Context: an optimization exercise on an open-source flow, tuned for small area. The choices shown serve that exercise and are no tape-out recipe.
RTL that was checked went through simulation tests only; none was proved equivalent to the original.
No functional check of the RTL was part of run 3.
The flow treats the clock pin as an ideal source, which a real chip does not have.
Power and IR drop assume default switching activity.

$ cat flow/standard.sh
#!/bin/bash
# synth_recipe.tcl (not shown) runs the flow's synth.tcl, then flattens the netlist and writes it again
# the make line also repeats each setting of config.mk as NAME=value (left out here)
make -C /OpenROAD-flow-scripts/flow DESIGN_CONFIG=/design/flow/config.mk WORK_HOME=/design/flow/orfs CLKGATE_MAP_FILE= SYNTH_SCRIPT=/design/flow/synth_recipe.tcl "${@:-finish}"
$ cat flow/flow/unbuffer.tcl
# PRE_GLOBAL_PLACE hook: remove the buffers synthesis inserted, as the
# standard flow does when global placement is timing-driven; the standard
# repair_design step after placement adds back the buffers that slew,
# capacitance or fanout limits need.
remove_buffers
$ cat flow/constraint.sdc
create_clock -name core_clock -period 6.5 [get_ports {clk}]
set_input_delay 1.3000 -clock core_clock [delete_from_list [all_inputs] [get_ports {clk}]]
set_output_delay 1.3000 -clock core_clock [all_outputs]
set_load 0.01 [all_outputs]
$ cat flow/flow/run.sh
#!/bin/bash
# The standard layout (standard.sh, synthesis unchanged) with these changes:
#  - before floorplan, combinational cells that synthesis upsized are swapped
#    back to their smallest drive strength (flow/downsize.tcl); the standard
#    repair steps add drive back where slew, capacitance or timing need it;
#  - global placement is not timing-driven (no rebuffering there); the
#    synthesis buffers are still removed before it (flow/unbuffer.tcl);
#  - the port buffers inserted before global placement are buf_1 instead of
#    the resizer's default choice;
#  - clock tree synthesis uses clkbuf_4 buffers and adds no dummy loads; after
#    it, a clock buffer driving 10 or more pins becomes a clkbuf_8
#    (flow/cts_fix.tcl) to keep clock-pin slews low.
# The full output of the make run goes to standard.log here; ORFS keeps each
# step's own log under orfs/logs/.
set -euo pipefail
here=$(pwd)
export BUFFER_PORTS_ARGS="-buffer_cell sky130_fd_sc_hd__buf_1"
export CTS_ARGS="-sink_clustering_enable -repair_clock_nets -dont_use_dummy_load -sink_clustering_size 12 -root_buf sky130_fd_sc_hd__clkbuf_4 -buf_list {sky130_fd_sc_hd__clkbuf_4}"
export PRE_FLOORPLAN_TCL="$here/flow/downsize.tcl"
export POST_CTS_TCL="$here/flow/cts_fix.tcl"
export PRE_GLOBAL_PLACE_TCL="$here/flow/unbuffer.tcl"
export CTS_FIX_MIN_SINKS=10
bash standard.sh > standard.log 2>&1
$ cat flow/flow/cts_fix.tcl
# POST_CTS hook: a clkbuf_4 clock buffer that drives many flip-flops is
# swapped for a clkbuf_8 so that every clock pin's slew stays well inside the
# limit; the placement is then legalized again.
set db [ord::get_db]
set block [[$db getChip] getBlock]
set big [$db findMaster sky130_fd_sc_hd__clkbuf_8]
set n 0
foreach inst [$block getInsts] {
  if {[[$inst getMaster] getName] != "sky130_fd_sc_hd__clkbuf_4"} { continue }
  set out [$inst findITerm X]
  set net [$out getNet]
  if {$net == "NULL"} { continue }
  set sinks [expr {[llength [$net getITerms]] - 1}]
  if {$sinks >= $::env(CTS_FIX_MIN_SINKS)} {
    puts "clock buffer [$inst getName] drives $sinks pins: clkbuf_8"
    $inst swapMaster $big
    incr n
  }
}
puts "upsized $n clock buffers"
if {$n > 0} {
  detailed_placement
  check_placement -verbose
  estimate_parasitics -placement
}
$ cat flow/flow/downsize.tcl
# PRE_FLOORPLAN hook: swap every combinational cell that synthesis upsized
# (drive strength 2 or more) back to its smallest variant of the same
# function; buffers, clock cells, flip-flops and adder cells are left alone.
# The standard flow's later repair steps add drive back where slew,
# capacitance or timing need it.
set db [ord::get_db]
set block [[$db getChip] getBlock]
set n 0
foreach inst [$block getInsts] {
  set m [[$inst getMaster] getName]
  if {![regexp {^sky130_fd_sc_hd__([a-z0-9]+)_([0-9]+)$} $m -> base drive]} { continue }
  if {$drive < 2} { continue }
  if {[regexp {^(buf|clkbuf|clkinv|dfxtp|fa|ha|conb|dly|clkdly)} $base]} { continue }
  foreach d {1 0} {
    set new [$db findMaster sky130_fd_sc_hd__${base}_$d]
    if {$new != "NULL"} {
      puts "downsize [$inst getName] $m -> sky130_fd_sc_hd__${base}_$d"
      $inst swapMaster $new
      incr n
      break
    }
  }
}
puts "downsized $n instances"
$ cat flow/config.mk
export PLATFORM = sky130hd
export DESIGN_NAME = mul16_top
export DESIGN_NICKNAME = mul16_top
export VERILOG_FILES = /design/flow/design.v
export SDC_FILE = /design/flow/constraint.sdc
export NUM_CORES = 4
export LEC_CHECK = 0
export ABC_AREA = 1
export CAP_MARGIN = 20
export CORE_MARGIN = 2
export CORE_UTILIZATION = 65
export CTS_BUF_LIST = sky130_fd_sc_hd__clkbuf_4 sky130_fd_sc_hd__clkbuf_8
export CTS_CLUSTER_SIZE = 16
export GPL_TIMING_DRIVEN = 0
export PLACE_DENSITY = 0.75
export SLEW_MARGIN = 20
export SYNTH_HIERARCHICAL = 1
$ cat flow/design.v
module half_adder(input wire a, input wire b, output wire s, output wire co);
    assign s  = a ^ b;
    assign co = a & b;
endmodule
module full_adder(input wire a, input wire b, input wire ci, output wire s, output wire co);
    assign s  = a ^ b ^ ci;
    assign co = (a & b) | (a & ci) | (b & ci);
endmodule
module booth_sel(input wire one, input wire two, input wire neg, input wire a, input wire am1, output wire x);
    assign x = ((one & a) | (two & am1)) ^ neg;
endmodule
module booth_sel1(input wire one, input wire neg, input wire a, output wire x);
    assign x = (one & a) ^ neg;
endmodule
module booth_selm(input wire one, input wire two, input wire neg, input wire a, output wire xn);
    assign xn = ~(((one | two) & a) ^ neg);
endmodule
module multi16x16(
    input   wire            a_signed,
    input   wire            b_signed,
    input   wire    [15:0]  mula,
    input   wire    [15:0]  mulb,
    output  wire    [31:0]  out
);
    wire a_top = a_signed & mula[15];
    wire b_top = b_signed & mulb[15];
    wire one0 = mulb[0];
    wire two0 = mulb[1] & ~mulb[0];
    wire neg0 = mulb[1];
    wire n1;
    assign n1 = (one0 & mula[0]) ^ neg0;
    wire n2;
    assign n2 = ((one0 & mula[1]) | (two0 & mula[0])) ^ neg0;
    wire n3;
    assign n3 = ((one0 & mula[2]) | (two0 & mula[1])) ^ neg0;
    wire n4;
    assign n4 = ((one0 & mula[3]) | (two0 & mula[2])) ^ neg0;
    wire n5;
    assign n5 = ((one0 & mula[4]) | (two0 & mula[3])) ^ neg0;
    wire n6;
    assign n6 = ((one0 & mula[5]) | (two0 & mula[4])) ^ neg0;
    wire n7;
    assign n7 = ((one0 & mula[6]) | (two0 & mula[5])) ^ neg0;
    wire n8;
    assign n8 = ((one0 & mula[7]) | (two0 & mula[6])) ^ neg0;
    wire n9;
    assign n9 = ((one0 & mula[8]) | (two0 & mula[7])) ^ neg0;
    wire n10;
    assign n10 = ((one0 & mula[9]) | (two0 & mula[8])) ^ neg0;
    wire n11;
    assign n11 = ((one0 & mula[10]) | (two0 & mula[9])) ^ neg0;
    wire n12;
    assign n12 = ((one0 & mula[11]) | (two0 & mula[10])) ^ neg0;
    wire n13;
    assign n13 = ((one0 & mula[12]) | (two0 & mula[11])) ^ neg0;
    wire n14;
    assign n14 = ((one0 & mula[13]) | (two0 & mula[12])) ^ neg0;
    wire n15;
    assign n15 = ((one0 & mula[14]) | (two0 & mula[13])) ^ neg0;
    wire n16;
    assign n16 = ((one0 & mula[15]) | (two0 & mula[14])) ^ neg0;
    wire n17;
    assign n17 = ((one0 & a_top) | (two0 & mula[15])) ^ neg0;
    wire n18;
    assign n18 = ~(((one0 | two0) & a_top) ^ neg0);
    wire one1 = mulb[2] ^ mulb[1];
    wire two1 = (mulb[3] & ~mulb[2] & ~mulb[1]) | (~mulb[3] & mulb[2] & mulb[1]);
    wire neg1 = mulb[3];
    wire n19;
    assign n19 = (one1 & mula[0]) ^ neg1;
    wire n20;
    assign n20 = ((one1 & mula[1]) | (two1 & mula[0])) ^ neg1;
    wire n21;
    assign n21 = ((one1 & mula[2]) | (two1 & mula[1])) ^ neg1;
    wire n22;
    assign n22 = ((one1 & mula[3]) | (two1 & mula[2])) ^ neg1;
    wire n23;
    assign n23 = ((one1 & mula[4]) | (two1 & mula[3])) ^ neg1;
    wire n24;
    assign n24 = ((one1 & mula[5]) | (two1 & mula[4])) ^ neg1;
    wire n25;
    assign n25 = ((one1 & mula[6]) | (two1 & mula[5])) ^ neg1;
    wire n26;
    assign n26 = ((one1 & mula[7]) | (two1 & mula[6])) ^ neg1;
    wire n27;
    assign n27 = ((one1 & mula[8]) | (two1 & mula[7])) ^ neg1;
    wire n28;
    assign n28 = ((one1 & mula[9]) | (two1 & mula[8])) ^ neg1;
    wire n29;
    assign n29 = ((one1 & mula[10]) | (two1 & mula[9])) ^ neg1;
    wire n30;
    assign n30 = ((one1 & mula[11]) | (two1 & mula[10])) ^ neg1;
    wire n31;
    assign n31 = ((one1 & mula[12]) | (two1 & mula[11])) ^ neg1;
    wire n32;
    assign n32 = ((one1 & mula[13]) | (two1 & mula[12])) ^ neg1;
    wire n33;
    assign n33 = ((one1 & mula[14]) | (two1 & mula[13])) ^ neg1;
    wire n34;
    assign n34 = ((one1 & mula[15]) | (two1 & mula[14])) ^ neg1;
    wire n35;
    assign n35 = ((one1 & a_top) | (two1 & mula[15])) ^ neg1;
    wire n36;
    assign n36 = ~(((one1 | two1) & a_top) ^ neg1);
    wire one2 = mulb[4] ^ mulb[3];
    wire two2 = (mulb[5] & ~mulb[4] & ~mulb[3]) | (~mulb[5] & mulb[4] & mulb[3]);
    wire neg2 = mulb[5];
    wire n37;
    assign n37 = (one2 & mula[0]) ^ neg2;
    wire n38;
    assign n38 = ((one2 & mula[1]) | (two2 & mula[0])) ^ neg2;
    wire n39;
    assign n39 = ((one2 & mula[2]) | (two2 & mula[1])) ^ neg2;
    wire n40;
    assign n40 = ((one2 & mula[3]) | (two2 & mula[2])) ^ neg2;
    wire n41;
    assign n41 = ((one2 & mula[4]) | (two2 & mula[3])) ^ neg2;
    wire n42;
    assign n42 = ((one2 & mula[5]) | (two2 & mula[4])) ^ neg2;
    wire n43;
    assign n43 = ((one2 & mula[6]) | (two2 & mula[5])) ^ neg2;
    wire n44;
    assign n44 = ((one2 & mula[7]) | (two2 & mula[6])) ^ neg2;
    wire n45;
    assign n45 = ((one2 & mula[8]) | (two2 & mula[7])) ^ neg2;
    wire n46;
    assign n46 = ((one2 & mula[9]) | (two2 & mula[8])) ^ neg2;
    wire n47;
    assign n47 = ((one2 & mula[10]) | (two2 & mula[9])) ^ neg2;
    wire n48;
    assign n48 = ((one2 & mula[11]) | (two2 & mula[10])) ^ neg2;
    wire n49;
    assign n49 = ((one2 & mula[12]) | (two2 & mula[11])) ^ neg2;
    wire n50;
    assign n50 = ((one2 & mula[13]) | (two2 & mula[12])) ^ neg2;
    wire n51;
    assign n51 = ((one2 & mula[14]) | (two2 & mula[13])) ^ neg2;
    wire n52;
    assign n52 = ((one2 & mula[15]) | (two2 & mula[14])) ^ neg2;
    wire n53;
    assign n53 = ((one2 & a_top) | (two2 & mula[15])) ^ neg2;
    wire n54;
    assign n54 = ~(((one2 | two2) & a_top) ^ neg2);
    wire one3 = mulb[6] ^ mulb[5];
    wire two3 = (mulb[7] & ~mulb[6] & ~mulb[5]) | (~mulb[7] & mulb[6] & mulb[5]);
    wire neg3 = mulb[7];
    wire n55;
    assign n55 = (one3 & mula[0]) ^ neg3;
    wire n56;
    assign n56 = ((one3 & mula[1]) | (two3 & mula[0])) ^ neg3;
    wire n57;
    assign n57 = ((one3 & mula[2]) | (two3 & mula[1])) ^ neg3;
    wire n58;
    assign n58 = ((one3 & mula[3]) | (two3 & mula[2])) ^ neg3;
    wire n59;
    assign n59 = ((one3 & mula[4]) | (two3 & mula[3])) ^ neg3;
    wire n60;
    assign n60 = ((one3 & mula[5]) | (two3 & mula[4])) ^ neg3;
    wire n61;
    assign n61 = ((one3 & mula[6]) | (two3 & mula[5])) ^ neg3;
    wire n62;
    assign n62 = ((one3 & mula[7]) | (two3 & mula[6])) ^ neg3;
    wire n63;
    assign n63 = ((one3 & mula[8]) | (two3 & mula[7])) ^ neg3;
    wire n64;
    assign n64 = ((one3 & mula[9]) | (two3 & mula[8])) ^ neg3;
    wire n65;
    assign n65 = ((one3 & mula[10]) | (two3 & mula[9])) ^ neg3;
    wire n66;
    assign n66 = ((one3 & mula[11]) | (two3 & mula[10])) ^ neg3;
    wire n67;
    assign n67 = ((one3 & mula[12]) | (two3 & mula[11])) ^ neg3;
    wire n68;
    assign n68 = ((one3 & mula[13]) | (two3 & mula[12])) ^ neg3;
    wire n69;
    assign n69 = ((one3 & mula[14]) | (two3 & mula[13])) ^ neg3;
    wire n70;
    assign n70 = ((one3 & mula[15]) | (two3 & mula[14])) ^ neg3;
    wire n71;
    assign n71 = ((one3 & a_top) | (two3 & mula[15])) ^ neg3;
    wire n72;
    assign n72 = ~(((one3 | two3) & a_top) ^ neg3);
    wire one4 = mulb[8] ^ mulb[7];
    wire two4 = (mulb[9] & ~mulb[8] & ~mulb[7]) | (~mulb[9] & mulb[8] & mulb[7]);
    wire neg4 = mulb[9];
    wire n73;
    assign n73 = (one4 & mula[0]) ^ neg4;
    wire n74;
    assign n74 = ((one4 & mula[1]) | (two4 & mula[0])) ^ neg4;
    wire n75;
    assign n75 = ((one4 & mula[2]) | (two4 & mula[1])) ^ neg4;
    wire n76;
    assign n76 = ((one4 & mula[3]) | (two4 & mula[2])) ^ neg4;
    wire n77;
    assign n77 = ((one4 & mula[4]) | (two4 & mula[3])) ^ neg4;
    wire n78;
    assign n78 = ((one4 & mula[5]) | (two4 & mula[4])) ^ neg4;
    wire n79;
    assign n79 = ((one4 & mula[6]) | (two4 & mula[5])) ^ neg4;
    wire n80;
    assign n80 = ((one4 & mula[7]) | (two4 & mula[6])) ^ neg4;
    wire n81;
    assign n81 = ((one4 & mula[8]) | (two4 & mula[7])) ^ neg4;
    wire n82;
    assign n82 = ((one4 & mula[9]) | (two4 & mula[8])) ^ neg4;
    wire n83;
    assign n83 = ((one4 & mula[10]) | (two4 & mula[9])) ^ neg4;
    wire n84;
    assign n84 = ((one4 & mula[11]) | (two4 & mula[10])) ^ neg4;
    wire n85;
    assign n85 = ((one4 & mula[12]) | (two4 & mula[11])) ^ neg4;
    wire n86;
    assign n86 = ((one4 & mula[13]) | (two4 & mula[12])) ^ neg4;
    wire n87;
    assign n87 = ((one4 & mula[14]) | (two4 & mula[13])) ^ neg4;
    wire n88;
    assign n88 = ((one4 & mula[15]) | (two4 & mula[14])) ^ neg4;
    wire n89;
    assign n89 = ((one4 & a_top) | (two4 & mula[15])) ^ neg4;
    wire n90;
    assign n90 = ~(((one4 | two4) & a_top) ^ neg4);
    wire one5 = mulb[10] ^ mulb[9];
    wire two5 = (mulb[11] & ~mulb[10] & ~mulb[9]) | (~mulb[11] & mulb[10] & mulb[9]);
    wire neg5 = mulb[11];
    wire n91;
    assign n91 = (one5 & mula[0]) ^ neg5;
    wire n92;
    assign n92 = ((one5 & mula[1]) | (two5 & mula[0])) ^ neg5;
    wire n93;
    assign n93 = ((one5 & mula[2]) | (two5 & mula[1])) ^ neg5;
    wire n94;
    assign n94 = ((one5 & mula[3]) | (two5 & mula[2])) ^ neg5;
    wire n95;
    assign n95 = ((one5 & mula[4]) | (two5 & mula[3])) ^ neg5;
    wire n96;
    assign n96 = ((one5 & mula[5]) | (two5 & mula[4])) ^ neg5;
    wire n97;
    assign n97 = ((one5 & mula[6]) | (two5 & mula[5])) ^ neg5;
    wire n98;
    assign n98 = ((one5 & mula[7]) | (two5 & mula[6])) ^ neg5;
    wire n99;
    assign n99 = ((one5 & mula[8]) | (two5 & mula[7])) ^ neg5;
    wire n100;
    assign n100 = ((one5 & mula[9]) | (two5 & mula[8])) ^ neg5;
    wire n101;
    assign n101 = ((one5 & mula[10]) | (two5 & mula[9])) ^ neg5;
    wire n102;
    assign n102 = ((one5 & mula[11]) | (two5 & mula[10])) ^ neg5;
    wire n103;
    assign n103 = ((one5 & mula[12]) | (two5 & mula[11])) ^ neg5;
    wire n104;
    assign n104 = ((one5 & mula[13]) | (two5 & mula[12])) ^ neg5;
    wire n105;
    assign n105 = ((one5 & mula[14]) | (two5 & mula[13])) ^ neg5;
    wire n106;
    assign n106 = ((one5 & mula[15]) | (two5 & mula[14])) ^ neg5;
    wire n107;
    assign n107 = ((one5 & a_top) | (two5 & mula[15])) ^ neg5;
    wire n108;
    assign n108 = ~(((one5 | two5) & a_top) ^ neg5);
    wire one6 = mulb[12] ^ mulb[11];
    wire two6 = (mulb[13] & ~mulb[12] & ~mulb[11]) | (~mulb[13] & mulb[12] & mulb[11]);
    wire neg6 = mulb[13];
    wire n109;
    assign n109 = (one6 & mula[0]) ^ neg6;
    wire n110;
    assign n110 = ((one6 & mula[1]) | (two6 & mula[0])) ^ neg6;
    wire n111;
    assign n111 = ((one6 & mula[2]) | (two6 & mula[1])) ^ neg6;
    wire n112;
    assign n112 = ((one6 & mula[3]) | (two6 & mula[2])) ^ neg6;
    wire n113;
    assign n113 = ((one6 & mula[4]) | (two6 & mula[3])) ^ neg6;
    wire n114;
    assign n114 = ((one6 & mula[5]) | (two6 & mula[4])) ^ neg6;
    wire n115;
    assign n115 = ((one6 & mula[6]) | (two6 & mula[5])) ^ neg6;
    wire n116;
    assign n116 = ((one6 & mula[7]) | (two6 & mula[6])) ^ neg6;
    wire n117;
    assign n117 = ((one6 & mula[8]) | (two6 & mula[7])) ^ neg6;
    wire n118;
    assign n118 = ((one6 & mula[9]) | (two6 & mula[8])) ^ neg6;
    wire n119;
    assign n119 = ((one6 & mula[10]) | (two6 & mula[9])) ^ neg6;
    wire n120;
    assign n120 = ((one6 & mula[11]) | (two6 & mula[10])) ^ neg6;
    wire n121;
    assign n121 = ((one6 & mula[12]) | (two6 & mula[11])) ^ neg6;
    wire n122;
    assign n122 = ((one6 & mula[13]) | (two6 & mula[12])) ^ neg6;
    wire n123;
    assign n123 = ((one6 & mula[14]) | (two6 & mula[13])) ^ neg6;
    wire n124;
    assign n124 = ((one6 & mula[15]) | (two6 & mula[14])) ^ neg6;
    wire n125;
    assign n125 = ((one6 & a_top) | (two6 & mula[15])) ^ neg6;
    wire n126;
    assign n126 = ~(((one6 | two6) & a_top) ^ neg6);
    wire one7 = mulb[14] ^ mulb[13];
    wire two7 = (mulb[15] & ~mulb[14] & ~mulb[13]) | (~mulb[15] & mulb[14] & mulb[13]);
    wire neg7 = mulb[15];
    wire n127;
    assign n127 = (one7 & mula[0]) ^ neg7;
    wire n128;
    assign n128 = ((one7 & mula[1]) | (two7 & mula[0])) ^ neg7;
    wire n129;
    assign n129 = ((one7 & mula[2]) | (two7 & mula[1])) ^ neg7;
    wire n130;
    assign n130 = ((one7 & mula[3]) | (two7 & mula[2])) ^ neg7;
    wire n131;
    assign n131 = ((one7 & mula[4]) | (two7 & mula[3])) ^ neg7;
    wire n132;
    assign n132 = ((one7 & mula[5]) | (two7 & mula[4])) ^ neg7;
    wire n133;
    assign n133 = ((one7 & mula[6]) | (two7 & mula[5])) ^ neg7;
    wire n134;
    assign n134 = ((one7 & mula[7]) | (two7 & mula[6])) ^ neg7;
    wire n135;
    assign n135 = ((one7 & mula[8]) | (two7 & mula[7])) ^ neg7;
    wire n136;
    assign n136 = ((one7 & mula[9]) | (two7 & mula[8])) ^ neg7;
    wire n137;
    assign n137 = ((one7 & mula[10]) | (two7 & mula[9])) ^ neg7;
    wire n138;
    assign n138 = ((one7 & mula[11]) | (two7 & mula[10])) ^ neg7;
    wire n139;
    assign n139 = ((one7 & mula[12]) | (two7 & mula[11])) ^ neg7;
    wire n140;
    assign n140 = ((one7 & mula[13]) | (two7 & mula[12])) ^ neg7;
    wire n141;
    assign n141 = ((one7 & mula[14]) | (two7 & mula[13])) ^ neg7;
    wire n142;
    assign n142 = ((one7 & mula[15]) | (two7 & mula[14])) ^ neg7;
    wire n143;
    assign n143 = ((one7 & a_top) | (two7 & mula[15])) ^ neg7;
    wire n144;
    assign n144 = ~(((one7 | two7) & a_top) ^ neg7);
    wire one8 = mulb[15] & ~b_top;
    wire n145;
    assign n145 = one8 & mula[0];
    wire n146;
    assign n146 = one8 & mula[1];
    wire n147;
    assign n147 = one8 & mula[2];
    wire n148;
    assign n148 = one8 & mula[3];
    wire n149;
    assign n149 = one8 & mula[4];
    wire n150;
    assign n150 = one8 & mula[5];
    wire n151;
    assign n151 = one8 & mula[6];
    wire n152;
    assign n152 = one8 & mula[7];
    wire n153;
    assign n153 = one8 & mula[8];
    wire n154;
    assign n154 = one8 & mula[9];
    wire n155;
    assign n155 = one8 & mula[10];
    wire n156;
    assign n156 = one8 & mula[11];
    wire n157;
    assign n157 = one8 & mula[12];
    wire n158;
    assign n158 = one8 & mula[13];
    wire n159;
    assign n159 = one8 & mula[14];
    wire n160;
    assign n160 = one8 & mula[15];
    wire n161, n162;
    half_adder ha1 (.a(neg0), .b(n1), .s(n161), .co(n162));
    wire n163, n164;
    half_adder ha2 (.a(n2), .b(n162), .s(n163), .co(n164));
    wire n165, n166;
    full_adder fa1 (.a(neg1), .b(n3), .ci(n19), .s(n165), .co(n166));
    wire n167, n168;
    half_adder ha3 (.a(n164), .b(n165), .s(n167), .co(n168));
    wire n169, n170;
    full_adder fa2 (.a(n4), .b(n20), .ci(n166), .s(n169), .co(n170));
    wire n171, n172;
    half_adder ha4 (.a(n168), .b(n169), .s(n171), .co(n172));
    wire n173, n174;
    full_adder fa3 (.a(neg2), .b(n5), .ci(n21), .s(n173), .co(n174));
    wire n175, n176;
    full_adder fa4 (.a(n37), .b(n173), .ci(n170), .s(n175), .co(n176));
    wire n177, n178;
    half_adder ha5 (.a(n172), .b(n175), .s(n177), .co(n178));
    wire n179, n180;
    full_adder fa5 (.a(n6), .b(n22), .ci(n38), .s(n179), .co(n180));
    wire n181, n182;
    full_adder fa6 (.a(n174), .b(n179), .ci(n176), .s(n181), .co(n182));
    wire n183, n184;
    half_adder ha6 (.a(n178), .b(n181), .s(n183), .co(n184));
    wire n185, n186;
    full_adder fa7 (.a(neg3), .b(n7), .ci(n23), .s(n185), .co(n186));
    wire n187, n188;
    full_adder fa8 (.a(n39), .b(n55), .ci(n180), .s(n187), .co(n188));
    wire n189, n190;
    full_adder fa9 (.a(n185), .b(n187), .ci(n182), .s(n189), .co(n190));
    wire n191, n192;
    full_adder fa10 (.a(n8), .b(n24), .ci(n40), .s(n191), .co(n192));
    wire n193, n194;
    full_adder fa11 (.a(n56), .b(n186), .ci(n191), .s(n193), .co(n194));
    wire n195, n196;
    full_adder fa12 (.a(n188), .b(n193), .ci(n190), .s(n195), .co(n196));
    wire n197, n198;
    full_adder fa13 (.a(neg4), .b(n9), .ci(n25), .s(n197), .co(n198));
    wire n199, n200;
    full_adder fa14 (.a(n41), .b(n57), .ci(n73), .s(n199), .co(n200));
    wire n201, n202;
    full_adder fa15 (.a(n192), .b(n197), .ci(n199), .s(n201), .co(n202));
    wire n203, n204;
    half_adder ha7 (.a(n194), .b(n201), .s(n203), .co(n204));
    wire n205, n206;
    full_adder fa16 (.a(n10), .b(n26), .ci(n42), .s(n205), .co(n206));
    wire n207, n208;
    full_adder fa17 (.a(n58), .b(n74), .ci(n198), .s(n207), .co(n208));
    wire n209, n210;
    full_adder fa18 (.a(n200), .b(n205), .ci(n207), .s(n209), .co(n210));
    wire n211, n212;
    full_adder fa19 (.a(n202), .b(n209), .ci(n204), .s(n211), .co(n212));
    wire n213, n214;
    full_adder fa20 (.a(neg5), .b(n11), .ci(n27), .s(n213), .co(n214));
    wire n215, n216;
    full_adder fa21 (.a(n43), .b(n59), .ci(n75), .s(n215), .co(n216));
    wire n217, n218;
    full_adder fa22 (.a(n91), .b(n206), .ci(n213), .s(n217), .co(n218));
    wire n219, n220;
    full_adder fa23 (.a(n215), .b(n208), .ci(n217), .s(n219), .co(n220));
    wire n221, n222;
    full_adder fa24 (.a(n210), .b(n219), .ci(n212), .s(n221), .co(n222));
    wire n223, n224;
    full_adder fa25 (.a(n12), .b(n28), .ci(n44), .s(n223), .co(n224));
    wire n225, n226;
    full_adder fa26 (.a(n60), .b(n76), .ci(n92), .s(n225), .co(n226));
    wire n227, n228;
    full_adder fa27 (.a(n214), .b(n216), .ci(n223), .s(n227), .co(n228));
    wire n229, n230;
    full_adder fa28 (.a(n225), .b(n218), .ci(n227), .s(n229), .co(n230));
    wire n231, n232;
    full_adder fa29 (.a(n220), .b(n229), .ci(n222), .s(n231), .co(n232));
    wire n233, n234;
    full_adder fa30 (.a(neg6), .b(n13), .ci(n29), .s(n233), .co(n234));
    wire n235, n236;
    full_adder fa31 (.a(n45), .b(n61), .ci(n77), .s(n235), .co(n236));
    wire n237, n238;
    full_adder fa32 (.a(n93), .b(n109), .ci(n224), .s(n237), .co(n238));
    wire n239, n240;
    full_adder fa33 (.a(n226), .b(n233), .ci(n235), .s(n239), .co(n240));
    wire n241, n242;
    full_adder fa34 (.a(n237), .b(n228), .ci(n239), .s(n241), .co(n242));
    wire n243, n244;
    half_adder ha8 (.a(n230), .b(n241), .s(n243), .co(n244));
    wire n245, n246;
    full_adder fa35 (.a(n14), .b(n30), .ci(n46), .s(n245), .co(n246));
    wire n247, n248;
    full_adder fa36 (.a(n62), .b(n78), .ci(n94), .s(n247), .co(n248));
    wire n249, n250;
    full_adder fa37 (.a(n110), .b(n234), .ci(n236), .s(n249), .co(n250));
    wire n251, n252;
    full_adder fa38 (.a(n245), .b(n247), .ci(n238), .s(n251), .co(n252));
    wire n253, n254;
    full_adder fa39 (.a(n240), .b(n249), .ci(n251), .s(n253), .co(n254));
    wire n255, n256;
    full_adder fa40 (.a(n242), .b(n253), .ci(n244), .s(n255), .co(n256));
    wire n257, n258;
    full_adder fa41 (.a(neg7), .b(n15), .ci(n31), .s(n257), .co(n258));
    wire n259, n260;
    full_adder fa42 (.a(n47), .b(n63), .ci(n79), .s(n259), .co(n260));
    wire n261, n262;
    full_adder fa43 (.a(n95), .b(n111), .ci(n127), .s(n261), .co(n262));
    wire n263, n264;
    full_adder fa44 (.a(n246), .b(n248), .ci(n257), .s(n263), .co(n264));
    wire n265, n266;
    full_adder fa45 (.a(n259), .b(n261), .ci(n250), .s(n265), .co(n266));
    wire n267, n268;
    full_adder fa46 (.a(n263), .b(n252), .ci(n265), .s(n267), .co(n268));
    wire n269, n270;
    full_adder fa47 (.a(n254), .b(n267), .ci(n256), .s(n269), .co(n270));
    wire n271, n272;
    full_adder fa48 (.a(n16), .b(n32), .ci(n48), .s(n271), .co(n272));
    wire n273, n274;
    full_adder fa49 (.a(n64), .b(n80), .ci(n96), .s(n273), .co(n274));
    wire n275, n276;
    full_adder fa50 (.a(n112), .b(n128), .ci(n258), .s(n275), .co(n276));
    wire n277, n278;
    full_adder fa51 (.a(n260), .b(n262), .ci(n271), .s(n277), .co(n278));
    wire n279, n280;
    full_adder fa52 (.a(n273), .b(n275), .ci(n264), .s(n279), .co(n280));
    wire n281, n282;
    full_adder fa53 (.a(n277), .b(n266), .ci(n279), .s(n281), .co(n282));
    wire n283, n284;
    half_adder ha9 (.a(n268), .b(n281), .s(n283), .co(n284));
    wire n285, n286;
    full_adder fa54 (.a(n17), .b(n33), .ci(n49), .s(n285), .co(n286));
    wire n287, n288;
    full_adder fa55 (.a(n65), .b(n81), .ci(n97), .s(n287), .co(n288));
    wire n289, n290;
    full_adder fa56 (.a(n113), .b(n129), .ci(n145), .s(n289), .co(n290));
    wire n291, n292;
    full_adder fa57 (.a(n272), .b(n274), .ci(n285), .s(n291), .co(n292));
    wire n293, n294;
    full_adder fa58 (.a(n287), .b(n289), .ci(n276), .s(n293), .co(n294));
    wire n295, n296;
    full_adder fa59 (.a(n278), .b(n291), .ci(n293), .s(n295), .co(n296));
    wire n297, n298;
    full_adder fa60 (.a(n280), .b(n295), .ci(n282), .s(n297), .co(n298));
    wire n299 = ~(n18 ^ n34);
    wire n300 = n18 | n34;
    wire n301, n302;
    full_adder fa61 (.a(n50), .b(n66), .ci(n82), .s(n301), .co(n302));
    wire n303, n304;
    full_adder fa62 (.a(n98), .b(n114), .ci(n130), .s(n303), .co(n304));
    wire n305, n306;
    full_adder fa63 (.a(n146), .b(n299), .ci(n286), .s(n305), .co(n306));
    wire n307, n308;
    full_adder fa64 (.a(n288), .b(n290), .ci(n301), .s(n307), .co(n308));
    wire n309, n310;
    full_adder fa65 (.a(n303), .b(n305), .ci(n292), .s(n309), .co(n310));
    wire n311, n312;
    full_adder fa66 (.a(n307), .b(n294), .ci(n309), .s(n311), .co(n312));
    wire n313, n314;
    full_adder fa67 (.a(n296), .b(n311), .ci(n298), .s(n313), .co(n314));
    wire n315 = ~(n35 ^ n51);
    wire n316 = n35 | n51;
    wire n317, n318;
    full_adder fa68 (.a(n67), .b(n83), .ci(n99), .s(n317), .co(n318));
    wire n319, n320;
    full_adder fa69 (.a(n115), .b(n131), .ci(n147), .s(n319), .co(n320));
    wire n321, n322;
    full_adder fa70 (.a(n300), .b(n315), .ci(n302), .s(n321), .co(n322));
    wire n323, n324;
    full_adder fa71 (.a(n304), .b(n317), .ci(n319), .s(n323), .co(n324));
    wire n325, n326;
    full_adder fa72 (.a(n306), .b(n321), .ci(n308), .s(n325), .co(n326));
    wire n327, n328;
    full_adder fa73 (.a(n323), .b(n310), .ci(n325), .s(n327), .co(n328));
    wire n329, n330;
    half_adder ha10 (.a(n312), .b(n327), .s(n329), .co(n330));
    wire n331, n332;
    full_adder fa74 (.a(n36), .b(n52), .ci(n68), .s(n331), .co(n332));
    wire n333, n334;
    full_adder fa75 (.a(n84), .b(n100), .ci(n116), .s(n333), .co(n334));
    wire n335, n336;
    full_adder fa76 (.a(n132), .b(n148), .ci(n316), .s(n335), .co(n336));
    wire n337, n338;
    full_adder fa77 (.a(n318), .b(n320), .ci(n331), .s(n337), .co(n338));
    wire n339, n340;
    full_adder fa78 (.a(n333), .b(n335), .ci(n322), .s(n339), .co(n340));
    wire n341, n342;
    full_adder fa79 (.a(n324), .b(n337), .ci(n339), .s(n341), .co(n342));
    wire n343, n344;
    full_adder fa80 (.a(n326), .b(n341), .ci(n328), .s(n343), .co(n344));
    wire n345 = ~(n53 ^ n69);
    wire n346 = n53 | n69;
    wire n347, n348;
    full_adder fa81 (.a(n85), .b(n101), .ci(n117), .s(n347), .co(n348));
    wire n349, n350;
    full_adder fa82 (.a(n133), .b(n149), .ci(n345), .s(n349), .co(n350));
    wire n351, n352;
    full_adder fa83 (.a(n332), .b(n334), .ci(n347), .s(n351), .co(n352));
    wire n353, n354;
    full_adder fa84 (.a(n336), .b(n349), .ci(n338), .s(n353), .co(n354));
    wire n355, n356;
    full_adder fa85 (.a(n351), .b(n340), .ci(n353), .s(n355), .co(n356));
    wire n357, n358;
    full_adder fa86 (.a(n342), .b(n355), .ci(n344), .s(n357), .co(n358));
    wire n359, n360;
    full_adder fa87 (.a(n54), .b(n70), .ci(n86), .s(n359), .co(n360));
    wire n361, n362;
    full_adder fa88 (.a(n102), .b(n118), .ci(n134), .s(n361), .co(n362));
    wire n363, n364;
    full_adder fa89 (.a(n150), .b(n346), .ci(n348), .s(n363), .co(n364));
    wire n365, n366;
    full_adder fa90 (.a(n359), .b(n361), .ci(n350), .s(n365), .co(n366));
    wire n367, n368;
    full_adder fa91 (.a(n363), .b(n352), .ci(n365), .s(n367), .co(n368));
    wire n369, n370;
    full_adder fa92 (.a(n354), .b(n367), .ci(n356), .s(n369), .co(n370));
    wire n371 = ~(n71 ^ n87);
    wire n372 = n71 | n87;
    wire n373, n374;
    full_adder fa93 (.a(n103), .b(n119), .ci(n135), .s(n373), .co(n374));
    wire n375, n376;
    full_adder fa94 (.a(n151), .b(n371), .ci(n360), .s(n375), .co(n376));
    wire n377, n378;
    full_adder fa95 (.a(n362), .b(n373), .ci(n364), .s(n377), .co(n378));
    wire n379, n380;
    full_adder fa96 (.a(n375), .b(n366), .ci(n377), .s(n379), .co(n380));
    wire n381, n382;
    full_adder fa97 (.a(n368), .b(n379), .ci(n370), .s(n381), .co(n382));
    wire n383, n384;
    full_adder fa98 (.a(n72), .b(n88), .ci(n104), .s(n383), .co(n384));
    wire n385, n386;
    full_adder fa99 (.a(n120), .b(n136), .ci(n152), .s(n385), .co(n386));
    wire n387, n388;
    full_adder fa100 (.a(n372), .b(n374), .ci(n383), .s(n387), .co(n388));
    wire n389, n390;
    full_adder fa101 (.a(n385), .b(n376), .ci(n387), .s(n389), .co(n390));
    wire n391, n392;
    full_adder fa102 (.a(n378), .b(n389), .ci(n380), .s(n391), .co(n392));
    wire n393 = ~(n89 ^ n105);
    wire n394 = n89 | n105;
    wire n395, n396;
    full_adder fa103 (.a(n121), .b(n137), .ci(n153), .s(n395), .co(n396));
    wire n397, n398;
    full_adder fa104 (.a(n393), .b(n384), .ci(n386), .s(n397), .co(n398));
    wire n399, n400;
    full_adder fa105 (.a(n395), .b(n388), .ci(n397), .s(n399), .co(n400));
    wire n401, n402;
    full_adder fa106 (.a(n390), .b(n399), .ci(n392), .s(n401), .co(n402));
    wire n403, n404;
    full_adder fa107 (.a(n90), .b(n106), .ci(n122), .s(n403), .co(n404));
    wire n405, n406;
    full_adder fa108 (.a(n138), .b(n154), .ci(n394), .s(n405), .co(n406));
    wire n407, n408;
    full_adder fa109 (.a(n396), .b(n403), .ci(n405), .s(n407), .co(n408));
    wire n409, n410;
    full_adder fa110 (.a(n398), .b(n407), .ci(n400), .s(n409), .co(n410));
    wire n411 = ~(n107 ^ n123);
    wire n412 = n107 | n123;
    wire n413, n414;
    full_adder fa111 (.a(n139), .b(n155), .ci(n411), .s(n413), .co(n414));
    wire n415, n416;
    full_adder fa112 (.a(n404), .b(n406), .ci(n413), .s(n415), .co(n416));
    wire n417, n418;
    full_adder fa113 (.a(n408), .b(n415), .ci(n410), .s(n417), .co(n418));
    wire n419, n420;
    full_adder fa114 (.a(n108), .b(n124), .ci(n140), .s(n419), .co(n420));
    wire n421, n422;
    full_adder fa115 (.a(n156), .b(n412), .ci(n419), .s(n421), .co(n422));
    wire n423, n424;
    full_adder fa116 (.a(n414), .b(n421), .ci(n416), .s(n423), .co(n424));
    wire n425 = ~(n125 ^ n141);
    wire n426 = n125 | n141;
    wire n427, n428;
    full_adder fa117 (.a(n157), .b(n425), .ci(n420), .s(n427), .co(n428));
    wire n429, n430;
    full_adder fa118 (.a(n427), .b(n422), .ci(n424), .s(n429), .co(n430));
    wire n431, n432;
    full_adder fa119 (.a(n126), .b(n142), .ci(n158), .s(n431), .co(n432));
    wire n433, n434;
    full_adder fa120 (.a(n426), .b(n431), .ci(n428), .s(n433), .co(n434));
    wire n435 = ~(n143 ^ n159);
    wire n436 = n143 | n159;
    wire n437, n438;
    full_adder fa121 (.a(n435), .b(n432), .ci(n434), .s(n437), .co(n438));
    wire n439, n440;
    full_adder fa122 (.a(n144), .b(n160), .ci(n436), .s(n439), .co(n440));
    wire n441, n442;
    half_adder ha11 (.a(n184), .b(n189), .s(n441), .co(n442));
    wire n443, n444;
    half_adder ha12 (.a(n196), .b(n203), .s(n443), .co(n444));
    wire n445, n446;
    half_adder ha13 (.a(n232), .b(n243), .s(n445), .co(n446));
    wire n447, n448;
    half_adder ha14 (.a(n270), .b(n283), .s(n447), .co(n448));
    wire n449, n450;
    half_adder ha15 (.a(n284), .b(n297), .s(n449), .co(n450));
    wire n451, n452;
    half_adder ha16 (.a(n314), .b(n329), .s(n451), .co(n452));
    wire n453, n454;
    half_adder ha17 (.a(n330), .b(n343), .s(n453), .co(n454));
    wire n455, n456;
    half_adder ha18 (.a(n358), .b(n369), .s(n455), .co(n456));
    wire n457, n458;
    half_adder ha19 (.a(n382), .b(n391), .s(n457), .co(n458));
    wire n459, n460;
    half_adder ha20 (.a(n402), .b(n409), .s(n459), .co(n460));
    wire n461, n462;
    half_adder ha21 (.a(n418), .b(n423), .s(n461), .co(n462));
    wire n463, n464;
    half_adder ha22 (.a(n430), .b(n433), .s(n463), .co(n464));
    wire n465, n466;
    half_adder ha23 (.a(n438), .b(n439), .s(n465), .co(n466));
    wire n467 = n195 & n442;
    wire n468 = n195 & n441;
    wire n469 = n211 & n444;
    wire n470 = n211 & n443;
    wire n471 = n231 & n221;
    wire n472 = n255 & n446;
    wire n473 = n255 & n445;
    wire n474 = n447 & n269;
    wire n475 = n313 & n450;
    wire n476 = n313 & n449;
    wire n477 = n454 | (n453 & n452);
    wire n478 = n453 & n451;
    wire n479 = n455 & n357;
    wire n480 = n457 & n381;
    wire n481 = n459 & n401;
    wire n482 = n461 & n417;
    wire n483 = n463 & n429;
    wire n484 = n465 & n437;
    wire n485 = n469 | (n470 & n467);
    wire n486 = n470 & n468;
    wire n487 = n473 & n471;
    wire n488 = n475 | (n476 & n448);
    wire n489 = n476 & n474;
    wire n490 = n456 | (n479 & n477);
    wire n491 = n479 & n478;
    wire n492 = n460 | (n481 & n458);
    wire n493 = n481 & n480;
    wire n494 = n464 | (n483 & n462);
    wire n495 = n483 & n482;
    wire n496 = n472 | (n487 & n485);
    wire n497 = n487 & n486;
    wire n498 = n490 | (n491 & n488);
    wire n499 = n491 & n489;
    wire n500 = n494 | (n495 & n492);
    wire n501 = n495 & n493;
    wire n502 = n498 | (n499 & n496);
    wire n503 = n499 & n497;
    wire n504 = n500 | (n501 & n502);
    wire n505 = n501 & n503;
    wire n506 = n488 | (n489 & n496);
    wire n507 = n489 & n497;
    wire n508 = n492 | (n493 & n502);
    wire n509 = n493 & n503;
    wire n510 = n471 & n485;
    wire n511 = n471 & n486;
    wire n512 = n448 | (n474 & n496);
    wire n513 = n474 & n497;
    wire n514 = n477 | (n478 & n506);
    wire n515 = n478 & n507;
    wire n516 = n458 | (n480 & n502);
    wire n517 = n480 & n503;
    wire n518 = n462 | (n482 & n508);
    wire n519 = n482 & n509;
    wire n520 = n466 | (n484 & n504);
    wire n521 = n484 & n505;
    wire n522 = n444 | (n443 & n467);
    wire n523 = n443 & n468;
    wire n524 = n221 & n485;
    wire n525 = n221 & n486;
    wire n526 = n446 | (n445 & n510);
    wire n527 = n445 & n511;
    wire n528 = n269 & n496;
    wire n529 = n269 & n497;
    wire n530 = n450 | (n449 & n512);
    wire n531 = n449 & n513;
    wire n532 = n452 | (n451 & n506);
    wire n533 = n451 & n507;
    wire n534 = n357 & n514;
    wire n535 = n357 & n515;
    wire n536 = n381 & n502;
    wire n537 = n381 & n503;
    wire n538 = n401 & n516;
    wire n539 = n401 & n517;
    wire n540 = n417 & n508;
    wire n541 = n417 & n509;
    wire n542 = n429 & n518;
    wire n543 = n429 & n519;
    wire n544 = n437 & n504;
    wire n545 = n437 & n505;
    wire n546 = n195 ^ n442;
    wire n547 = n443 ^ n467;
    wire n548 = n211 ^ n522;
    wire n549 = n221 ^ n485;
    wire n550 = n231 ^ n524;
    wire n551 = n445 ^ n510;
    wire n552 = n255 ^ n526;
    wire n553 = n269 ^ n496;
    wire n554 = n447 ^ n528;
    wire n555 = n449 ^ n512;
    wire n556 = n313 ^ n530;
    wire n557 = n451 ^ n506;
    wire n558 = n453 ^ n532;
    wire n559 = n357 ^ n514;
    wire n560 = n455 ^ n534;
    wire n561 = n381 ^ n502;
    wire n562 = n457 ^ n536;
    wire n563 = n401 ^ n516;
    wire n564 = n459 ^ n538;
    wire n565 = n417 ^ n508;
    wire n566 = n461 ^ n540;
    wire n567 = n429 ^ n518;
    wire n568 = n463 ^ n542;
    wire n569 = n437 ^ n504;
    wire n570 = n465 ^ n544;
    assign out[0] = n161;  
    assign out[1] = n163;  
    assign out[2] = n167;  
    assign out[3] = n171;  
    assign out[4] = n177;  
    assign out[5] = n183;  
    assign out[6] = n441;  
    assign out[7] = n546;  
    assign out[8] = n547;  
    assign out[9] = n548;  
    assign out[10] = n549;  
    assign out[11] = n550;  
    assign out[12] = n551;  
    assign out[13] = n552;  
    assign out[14] = n553;  
    assign out[15] = n554;  
    assign out[16] = n555;  
    assign out[17] = n556;  
    assign out[18] = n557;  
    assign out[19] = n558;  
    assign out[20] = n559;  
    assign out[21] = n560;  
    assign out[22] = n561;  
    assign out[23] = n562;  
    assign out[24] = n563;  
    assign out[25] = n564;  
    assign out[26] = n565;  
    assign out[27] = n566;  
    assign out[28] = n567;  
    assign out[29] = n568;  
    assign out[30] = n569;  
    assign out[31] = n570;  
endmodule
module mul16_top(
    input   wire            clk,
    input   wire            a_signed,
    input   wire            b_signed,
    input   wire    [15:0]  mula,
    input   wire    [15:0]  mulb,
    output  reg     [31:0]  p
);
reg             a_signed_q, b_signed_q;
reg     [15:0]  mula_q, mulb_q;
wire    [31:0]  prod;
always @(posedge clk) begin
    a_signed_q <= a_signed;
    b_signed_q <= b_signed;
    mula_q     <= mula;
    mulb_q     <= mulb;
    p          <= prod;
end
multi16x16 mult(
    .a_signed(a_signed_q),
    .b_signed(b_signed_q),
    .mula(mula_q),
    .mulb(mulb_q),
    .out(prod)
);
endmodule
==> impl_metrics.py, run 1 <==
metrics = {
    "grt": {
        "grt_pass1_wl_mm": 29.4,
        "grt_pass1_vias": 6112,
        "grtUsageTotal_pct": 29.3,
        "grt_max_degree": 26,
        "grt_remaining_overflow": 0,
        "antenna_found_initial": 1,
    },
    "critical_path": {
        "worstSetupEndpoint": "p[31]",
        "start_kind": "flop",
        "crit_fanout": 21,
        "critPathLaunch": "mulb_q[5]",
        "cpMaxStageDelayCell": "dfxtp_2",
        "cp-end-kind": "flop",
        "worstPathCellList": "inv_1, o21ai_4, o22ai_1, xor2_1, fa_1, fa_1, fa_1, fa_1, fa_1, fa_1, ha_1, nand2_1, inv_1, nand2_1, nor2_1, nor2_1, nand2_1, nand2_1, nand2_1, nand2_1, nand2_1, ha_1, xor2_1",
        "regToRegStartpoint": "mulb_q[5]",
        "timing.rr.end": "p[31]",
        "critical_path_arrival_ps": 6530,
        "regToRegSetupSlack_ps": 320,
        "worst-r2r-cell-count": 23,
        "cpPeakStageDelay_ps": 750,
        "crit_top_cell": "nand2_1",
        "crit_type": "flop to flop",
        "crit_required_ps": 6850,
    },
    "die": {
        "die_w_um": 113,
        "start_util_pct": 67.4,
        "core_area_um2": 11500,
        "rows": 39,
        "ios": 67,
        "die_y_um": 113,
        "die_area_um2": 12800,
    },
    "sta": {
        "max_slew.worst_pin.slew_ps": 934,
        "holdWs_ps": 664,
        "fin_crit_sh_pct": 95.1,
        "fmax_mhz": 162,
        "maxSlewViolCount": 0,
        "setup_slack_ps": 320,
        "clock_skew_ps": 44.2,
        "slew_headroom_pct": 37.4,
        "hold_violations": 0,
        "finalSetupTns_ps": 0,
        "rsz0062_at_grt": "false",
        "setup_viol": 0,
        "finalCriticalPeriod_ps": 6180,
    },
    "route": {
        "wl_mm": 17.6,
        "drcViolationCount": 0,
        "vias": 5795,
        "post_drt_wl_per_cell_um": 19.2,
        "drt_iter0_drc": 581,
        "vias_per_cell": 6.34,
        "antenna_violating_nets_post_route": 0,
        "first_pass_iters": 16,
    },
    "cts": {
        "clk_pin_slew_worst_paths_ps": 100,
        "cts_tree": "yes",
        "cts_num_sinks": 66,
        "insertion_delay_ps": 470,
    },
    "pwr": {
        "p_int_w": 0.00250,
        "p_sw_w": 0.00242,
        "p_comb_share_pct": 81.7,
        "power_frac_seq_pct": 13.8,
        "p_total_w": 0.00492,
        "vdd_ir_drop_max_mv": 0.517,
        "p_leak_nw": 3.30,
        "netSwitchingFraction_pct": 49.2,
        "pwr-share-clk_pct": 4.4,
        "power.density_nw_per_um2": 630,
    },
    "place": {
        "dp_hpwl_mm": 12.9,
        "port_buffers": 66,
        "place.gp.congestion": 0.920,
        "pre_cts_slack_ps": -512,
    },
    "final_layout": {
        "nets": 973,
        "final_core_util_pct": 67.8,
        "fillCellCount": 939,
        "drive_gt1_share_pct": 3.38,
    },
    "logic_synthesis": {
        "synth_nets": 980,
        "ys_warn_count": 7,
        "synthesis.instances": 779,
    },
    "hold_path": {
        "hold_path.class": "flop to flop",
        "holdPathStages": 3,
    },
    "flow_run": {
        "maxCapViolations": 0,
    },
    "status": {
        "status": "finished clean",
    },
}
sequential cells by signal (all words and copies together), names as in the netlist:
name	flops
b_signed_q	1
p	32
mulb_q	16
a_signed_q	1
mula_q	16
power groups by stage:
| stage | logic [W] | clock network [W] | registers, W |
|---|---|---|---|
| final | 0.00402 | 0.000217 | 0.000680 |
| after global routing | 0.00466 | 0.000241 | 0.000689 |
| after detailed placement | 0.00405 | 0 | 0.000689 |
| after global placement | 0.00382 | 0 | 0.000686 |
| after floorplan | 0.00455 | 0 | 0.000727 |
worst min path at each step:
stage | to | from | slack (ps)
floorplan | p[0] | mulb_q[1] | 540
global placement | p[0] | mula_q[0] | 640
detailed placement | p[0] | mula_q[0] | 630
global route | p[0] | mula_q[0] | 690
finish | p[0] | mula_q[0] | 660
through the flow:
stage,std cells,area (um^2)
after detailed placement,904,7640
final,914,7800
after floorplan,779,7760
after global routing,914,7800
after global placement,904,7610
critical path: cells and delay by family (launching register included):
family,cells,cell delay [ps]
and+or+nand+nor,9,780
buffers and inverters,2,330
AOI/OAI and AO/OA,2,660
DFF,1,750
adders and majority gates,8,3210
xor gates and xnor gates,2,370
cell type report:
| cell class | count | area [um^2] | share of cell area (%) |
|---|---|---|---|
| multi-input cells | 570 | 5740 | 73.5 |
| flip-flops and latches | 66 | 1330 | 17.1 |
| repair buffers | 66 | 248 | 3.18 |
| inverters | 59 | 221 | 2.84 |
| well taps | 143 | 179 | 2.29 |
| clock buffers | 9 | 80.1 | 1.03 |
| diodes | 1 | 2.50 | 0.0321 |
routing by layer:
layer / track usage, % / up-vias / part of all wire (%)
met2: 48.9 / 317 / 50
met1: 37.6 / 2888 / 39
met4: 11.9 / 0 / 2.4
met3: 5.89 / 45 / 9.1
li1: - / 2545 / -
met5: 0 / - / 0
cells in the final DEF (no fill, tap or decap), drive strengths merged:
master	count
nand4	1
fa	122
nand3	3
dfxtp	66
ha	44
xnor2	7
nand2	54
o22ai	128
nor2	40
inv	44
o21bai	2
diode	1
clkbuf	9
clkinv	15
a31o	1
a21oi	9
o21ai	10
a211oi	7
buf	66
xor2	142
==> run 2, diff against run 1 <==
--- a/flow/config.mk
+++ b/flow/config.mk
@@ -8,10 +8,9 @@
 export ABC_AREA = 1
 export CAP_MARGIN = 20
 export CORE_MARGIN = 2
-export CORE_UTILIZATION = 65
+export CORE_UTILIZATION = 55
 export CTS_BUF_LIST = sky130_fd_sc_hd__clkbuf_4 sky130_fd_sc_hd__clkbuf_8
 export CTS_CLUSTER_SIZE = 16
 export GPL_TIMING_DRIVEN = 0
-export PLACE_DENSITY = 0.75
 export SLEW_MARGIN = 20
 export SYNTH_HIERARCHICAL = 1
==> run 2 against run 1 <==
Compared with the run above:
- sequential power hardly changed
- power decreased by 0.66%
- routed wire length is 1.0% lower
- via count decreased by 4.2%
- sequential share of layout area shrank 0.11 points
- synthesized cell count is the same
- global-route usage fell by 4.6 points
- flip-flop and latch count unchanged
- clock power up 5%
- critical path depth grew 1
- critical path type unchanged
==> impl_metrics.py, run 2 <==
metrics = {
    "status": {
        "status": "finished clean",
    },
    "pwr": {
        "p_comb_share_pct": 81.4,
        "p_int_w": 0.00249,
        "pwr-share-clk_pct": 4.7,
        "power_frac_seq_pct": 13.9,
        "p_leak_nw": 3.30,
        "p_total_w": 0.00488,
        "power.density_nw_per_um2": 623,
        "vdd_ir_drop_max_mv": 0.404,
        "p_sw_w": 0.00239,
        "netSwitchingFraction_pct": 49.0,
    },
    "route": {
        "first_pass_iters": 5,
        "drt_iter0_drc": 477,
        "vias": 5549,
        "antenna_violating_nets_post_route": 0,
        "post_drt_wl_per_cell_um": 18.3,
        "wl_mm": 17.4,
        "drcViolationCount": 0,
        "vias_per_cell": 5.83,
    },
    "sta": {
        "setup_viol": 0,
        "finalSetupTns_ps": 0,
        "maxSlewViolCount": 0,
        "fmax_mhz": 162,
        "finalCriticalPeriod_ps": 6180,
        "fin_crit_sh_pct": 95.0,
        "clock_skew_ps": 48.6,
        "holdWs_ps": 646,
        "rsz0062_at_grt": "false",
        "slew_headroom_pct": 40.2,
        "hold_violations": 0,
        "max_slew.worst_pin.slew_ps": 892,
    },
    "logic_synthesis": {
        "synth_nets": 980,
        "ys_warn_count": 7,
        "synthesis.instances": 779,
    },
    "final_layout": {
        "final_cells": 951,
        "layout_common_cells": "142 x xor2_1, 128 x o22ai_1, 122 x fa_1, 66 x buf_1, 58 x dfxtp_1",
        "nets": 974,
        "fillCellCount": 1224,
        "top_register": "p",
        "final_core_util_pct": 56.7,
        "drive_gt1_share_pct": 3.37,
        "layout_commonest_cell": "xor2_1",
        "multi_input_area_um2": 5730,
        "num_antenna_cells": 0,
        "reg_top3": "p (32), mula_q (16), mulb_q (16)",
        "largest_register_ffs": 32,
        "regArea_um2": 1330,
    },
    "cts": {
        "cts_num_sinks": 66,
        "insertion_delay_ps": 460,
        "clk_pin_slew_worst_paths_ps": 90,
        "cts_tree": "yes",
    },
    "hold_path": {
        "hold_path.class": "flop to flop",
    },
    "place": {
        "dp_hpwl_mm": 12.7,
        "place.gp.congestion": 0.889,
        "port_buffers": 66,
        "dp_cells": 942,
    },
    "critical_path": {
        "worst-r2r-cell-count": 24,
        "timing.rr.end": "p[31]",
        "regToRegSetupSlack_ps": 320,
        "regToRegStartpoint": "mulb_q[5]",
        "critPathLaunch": "mulb_q[5]",
        "start_kind": "flop",
        "worstSetupEndpoint": "p[31]",
        "crit_type": "flop to flop",
        "cp-end-kind": "flop",
        "crit_fanout": 21,
        "critical_path_arrival_ps": 6520,
        "crit_required_ps": 6840,
    },
    "die": {
        "die_w_um": 123,
        "die_area_um2": 15100,
        "rows": 43,
        "core_area_um2": 13800,
        "ios": 67,
        "die_y_um": 123,
        "start_util_pct": 56.1,
    },
    "grt": {
        "grt_max_degree": 26,
        "antenna_found_initial": 0,
        "grt_pass1_vias": 5680,
        "grt_remaining_overflow": 0,
        "grtUsageTotal_pct": 24.7,
        "grt_pass1_wl_mm": 28.5,
    },
    "flow_run": {
        "maxCapViolations": 0,
    },
}
[run 2: layer usage]
metal / track usage, % / part of all wire [%] / up-vias / wire length [um]
li1: - / - / 2541 / -
met2: 38.9 / 47 / 214 / 8180
met3: 4.23 / 6.6 / 28 / 1140
met4: 9.77 / 2.0 / 0 / 349
met5: 0 / 0 / - / 0
met1: 34.0 / 44 / 2766 / 7720
[run 2: worst min-delay path by stage]
stage	start	endpoint	slack, ps	depth (start not counted)
final	mula_q[0]	p[0]	650	3
after global routing	mula_q[0]	p[0]	700	3
after detailed placement	mula_q[0]	p[0]	620	3
after global placement	mula_q[0]	p[0]	630	3
after floorplan	mulb_q[1]	p[0]	540	2
[run 2: area by class of cell]
type	instances	share of cell area, %
timing repair buffer	67	3.26
sequential	66	17.0
tap	180	2.87
multi-input combinational	570	73.0
clock buffer	9	1.02
inverter	59	2.82
[run 2: power by group through the flow]
stage | Clock [W] | Sequential (W) | Combinational, W
3_3_place_gp | 0 | 0.000687 | 0.00389
5_1_grt | 0.000253 | 0.000693 | 0.00468
3_5_place_dp | 0 | 0.000689 | 0.00406
2_1_floorplan | 0 | 0.000727 | 0.00455
6_report | 0.000227 | 0.000680 | 0.00398
[run 2: metrics by stage]
step / setup WS, ps / area, um^2
after detailed placement: -525 / 7690
after global routing: 0.394 / 7840
final: 322 / 7840
after global placement: -501 / 7660
after floorplan: 1230 / 7760
[run 2: worst max-delay path: stages, from the launching register on]
cell and delay, ps:
dfxtp_2 730, nor2_1 220, inv_1 90, nand2_1 390, o22ai_1 380, xor2_1 130
fa_1 430, fa_1 460, fa_1 530, fa_1 430, fa_1 420, fa_1 380
ha_1 330, nand2_1 80, inv_1 50, nand2_1 80, nor2_1 50, nor2_1 80
nand2_1 140, nand2_1 90, nand2_1 110, nand2_1 80, nand2_1 60, ha_1 190
xor2_1 160
==> run 3, diff against run 2 <==
--- a/flow/design.v
+++ b/flow/design.v
@@ -18,10 +18,11 @@
 module multi16x16(
     input   wire            a_signed,
     input   wire            b_signed,
-    input   wire    [15:0]  mula,
+    input   wire    [15:0]  mula_n,
     input   wire    [15:0]  mulb,
     output  wire    [31:0]  out
 );
+    wire [15:0] mula = ~mula_n;
     wire a_top = a_signed & mula[15];
     wire b_top = b_signed & mulb[15];
     wire one0 = mulb[0];
@@ -821,19 +822,19 @@
     output  reg     [31:0]  p
 );
 reg             a_signed_q, b_signed_q;
-reg     [15:0]  mula_q, mulb_q;
+reg     [15:0]  mula_nq, mulb_q;
 wire    [31:0]  prod;
 always @(posedge clk) begin
     a_signed_q <= a_signed;
     b_signed_q <= b_signed;
-    mula_q     <= mula;
+    mula_nq    <= ~mula;
     mulb_q     <= mulb;
     p          <= prod;
 end
 multi16x16 mult(
     .a_signed(a_signed_q),
     .b_signed(b_signed_q),
-    .mula(mula_q),
+    .mula_n(mula_nq),
     .mulb(mulb_q),
     .out(prod)
 );
==> run 3 against run 2 <==
Compared with the run above:
- critical path depth did not move
- via count rose by 1.2%
- clock skew fell by 3.2 ps
- first-iteration DRC count fell by 32%
- cell area rose by 0.14%
- global-route usage rose by 1.4 points
- still clean
- critical endpoint is now p[29]
- critical path type unchanged
- routed wire length rose by 3.9%
- register-to-register slack barely moved
==> impl_metrics.py, run 3 <==
metrics = {
    "final_layout": {
        "largest_register_ffs": 32,
        "reg_top3": "p (32), mula_nq (16), mulb_q (16)",
        "regArea_um2": 1340,
        "top_register": "p",
        "finalInstanceArea_um2": 7850,
        "final_core_util_pct": 56.6,
        "multi_input_area_um2": 5710,
        "drive_gt1_share_pct": 3.62,
        "fillCellCount": 1241,
        "layout_commonest_cell": "xor2_1",
        "nets": 976,
        "layout_common_cells": "143 x xor2_1, 128 x o22ai_1, 122 x fa_1, 66 x buf_1, 59 x inv_1",
    },
    "die": {
        "die_w_um": 123,
        "rows": 43,
        "die_area_um2": 15200,
        "core_area_um2": 13900,
        "die_y_um": 123,
        "start_util_pct": 56.4,
        "ios": 67,
    },
    "critical_path": {
        "cp-end-kind": "flop",
        "regToRegStartpoint": "mulb_q[11]",
        "start_kind": "flop",
        "regToRegSetupSlack_ps": 340,
        "critPathLaunch": "mulb_q[11]",
        "critical_path_arrival_ps": 6530,
        "crit_required_ps": 6860,
        "worst-r2r-cell-count": 24,
        "timing.rr.end": "p[29]",
        "crit_type": "flop to flop",
        "crit_fanout": 21,
    },
    "status": {
        "status": "finished clean",
    },
    "flow_run": {
        "maxCapViolations": 0,
    },
    "cts": {
        "insertion_delay_ps": 480,
        "clk_pin_slew_worst_paths_ps": 110,
        "cts_num_sinks": 66,
        "cts_tree": "yes",
    },
    "grt": {
        "grt_pass1_vias": 5800,
        "grt_max_degree": 26,
        "grt_pass1_wl_mm": 30.1,
        "grt_remaining_overflow": 0,
        "grtUsageTotal_pct": 26.1,
        "antenna_found_initial": 1,
    },
    "hold_path": {
        "min-delay-start": "mulb[15]",
        "holdPathStages": 1,
        "min_to": "mulb_q[15]",
        "hold_path.class": "input pin to flop",
    },
    "pwr": {
        "p_leak_nw": 3.37,
        "p_comb_share_pct": 80.8,
        "p_int_w": 0.00249,
        "p_sw_w": 0.00242,
        "power_frac_seq_pct": 14.4,
        "vdd_ir_drop_max_mv": 0.396,
        "power.density_nw_per_um2": 625,
        "pwr-share-clk_pct": 4.8,
        "netSwitchingFraction_pct": 49.2,
        "p_total_w": 0.00491,
    },
    "sta": {
        "fmax_mhz": 162,
        "setup_viol": 0,
        "slew_headroom_pct": 42.3,
        "maxSlewViolCount": 0,
        "clock_skew_ps": 45.5,
        "max_slew.worst_pin.slew_ps": 861,
        "finalCriticalPeriod_ps": 6160,
        "fin_crit_sh_pct": 94.8,
        "rsz0062_at_grt": "false",
        "hold_violations": 0,
    },
    "route": {
        "antenna_violating_nets_post_route": 0,
        "vias_per_cell": 5.89,
        "post_drt_wl_per_cell_um": 18.9,
        "first_pass_iters": 6,
        "wl_mm": 18.1,
        "vias": 5617,
        "drt_iter0_drc": 324,
        "drcViolationCount": 0,
    },
    "logic_synthesis": {
        "synth_nets": 997,
        "ys_warn_count": 7,
        "synthesis.instances": 796,
    },
    "place": {
        "dp_hpwl_mm": 13.0,
        "place.gp.congestion": 0.866,
        "port_buffers": 66,
        "dpl-instance-area_um2": 7710,
    },
}
==> run 3: cell count changes in the layout (fill, tap and decap cells not counted), moves of 2 or more <==
cell	before	now
inv_1	44	59
clkinv_1	15	1
dfxtp_4	0	2
nand2_1	54	52
o21ai_2	0	2
o21ai_4	6	4
==> run 3: per-stage QoR <==
step	setup TNS [ps]	std cells	hold slack, ps	setup WS, ps
after floorplan	0	796	540	1200
after global placement	-4730	942	999	-571
after detailed placement	-5250	944	985	-523
after global routing	0	954	890	38.1
final	0	954	914	335
==> run 3: worst max-delay path by stage <==
| stage | endpoint | depth (start not counted) |
|---|---|---|
| 2_1_floorplan | p[29] | 26 |
| 5_1_grt | p[31] | 24 |
| 6_report | p[29] | 24 |
| 3_3_place_gp | p[31] | 23 |
| 3_5_place_dp | p[31] | 23 |
==> run 3: power groups by stage <==
stage / registers, W / logic [W] / clock network, W
floorplan: 0.000727 / 0.00455 / 0
global placement: 0.000715 / 0.00386 / 0
detailed placement: 0.000719 / 0.00401 / 0
global route: 0.000723 / 0.00467 / 0.000259
finish: 0.000709 / 0.00397 / 0.000234
==> run 3: metal layers <==
metal  share of wire [%]  vias up  track usage (%)
met5                   0        -                0
met4                 2.1        0             7.67
met3                 6.3       30             5.86
met2                  48      206             42.6
met1                  43     2836             35.0
li1                    -     2545                -
==> run 3: critical path, stage by stage, from the launching register on <==
cell	delay (ps)
dfxtp_2	770
nor2_1	220
inv_1	90
nand2_1	450
o22ai_1	380
xor2_1	130
fa_1	470
fa_1	410
fa_1	510
fa_1	410
fa_1	390
fa_1	380
ha_1	330
nand2_1	70
inv_1	50
nand2_1	80
nor2_1	50
nor2_1	80
nand2_1	150
nand2_1	90
nand2_1	100
nand2_1	80
nand2_1	60
ha_1	190
xor2_1	160
==> run 3: cell type report <==
class,count,area share [%]
Multi-Input combinational cell,570,72.8
Inverter,60,2.87
Tap cell,180,2.87
Clock buffer,9,1.02
Timing Repair Buffer,68,3.39
Sequential cell,66,17.0
Antenna cell,1,0.0319

-- what the ideal ports hide --
How much do the figures lean on ideal ports? The routed layouts below were timed once more, with nothing changed but the port constraints. Step 1: set_driving_cell puts a clkbuf_16 on clk and a buf_2 on each other input, an assumption about the parent block. Step 2 also shifts input and output timing later by t, the mid clock arrival at the registers, as if the neighbouring blocks saw the same clock. Three values: ideal ports, drivers, drivers and shift; two values: the first two.
run | shift t [ns] | setup WS [ns] | cell pins on the clock port's net
run 1 | 0.485 | 0.320 / 0.320 / 0.320 | 1
run 2 | 0.469 | 0.322 / 0.322 / 0.322 | 1
run 3 | 0.489 | 0.335 / 0.335 / 0.335 | 1
After both steps every run listed still meets setup and hold.
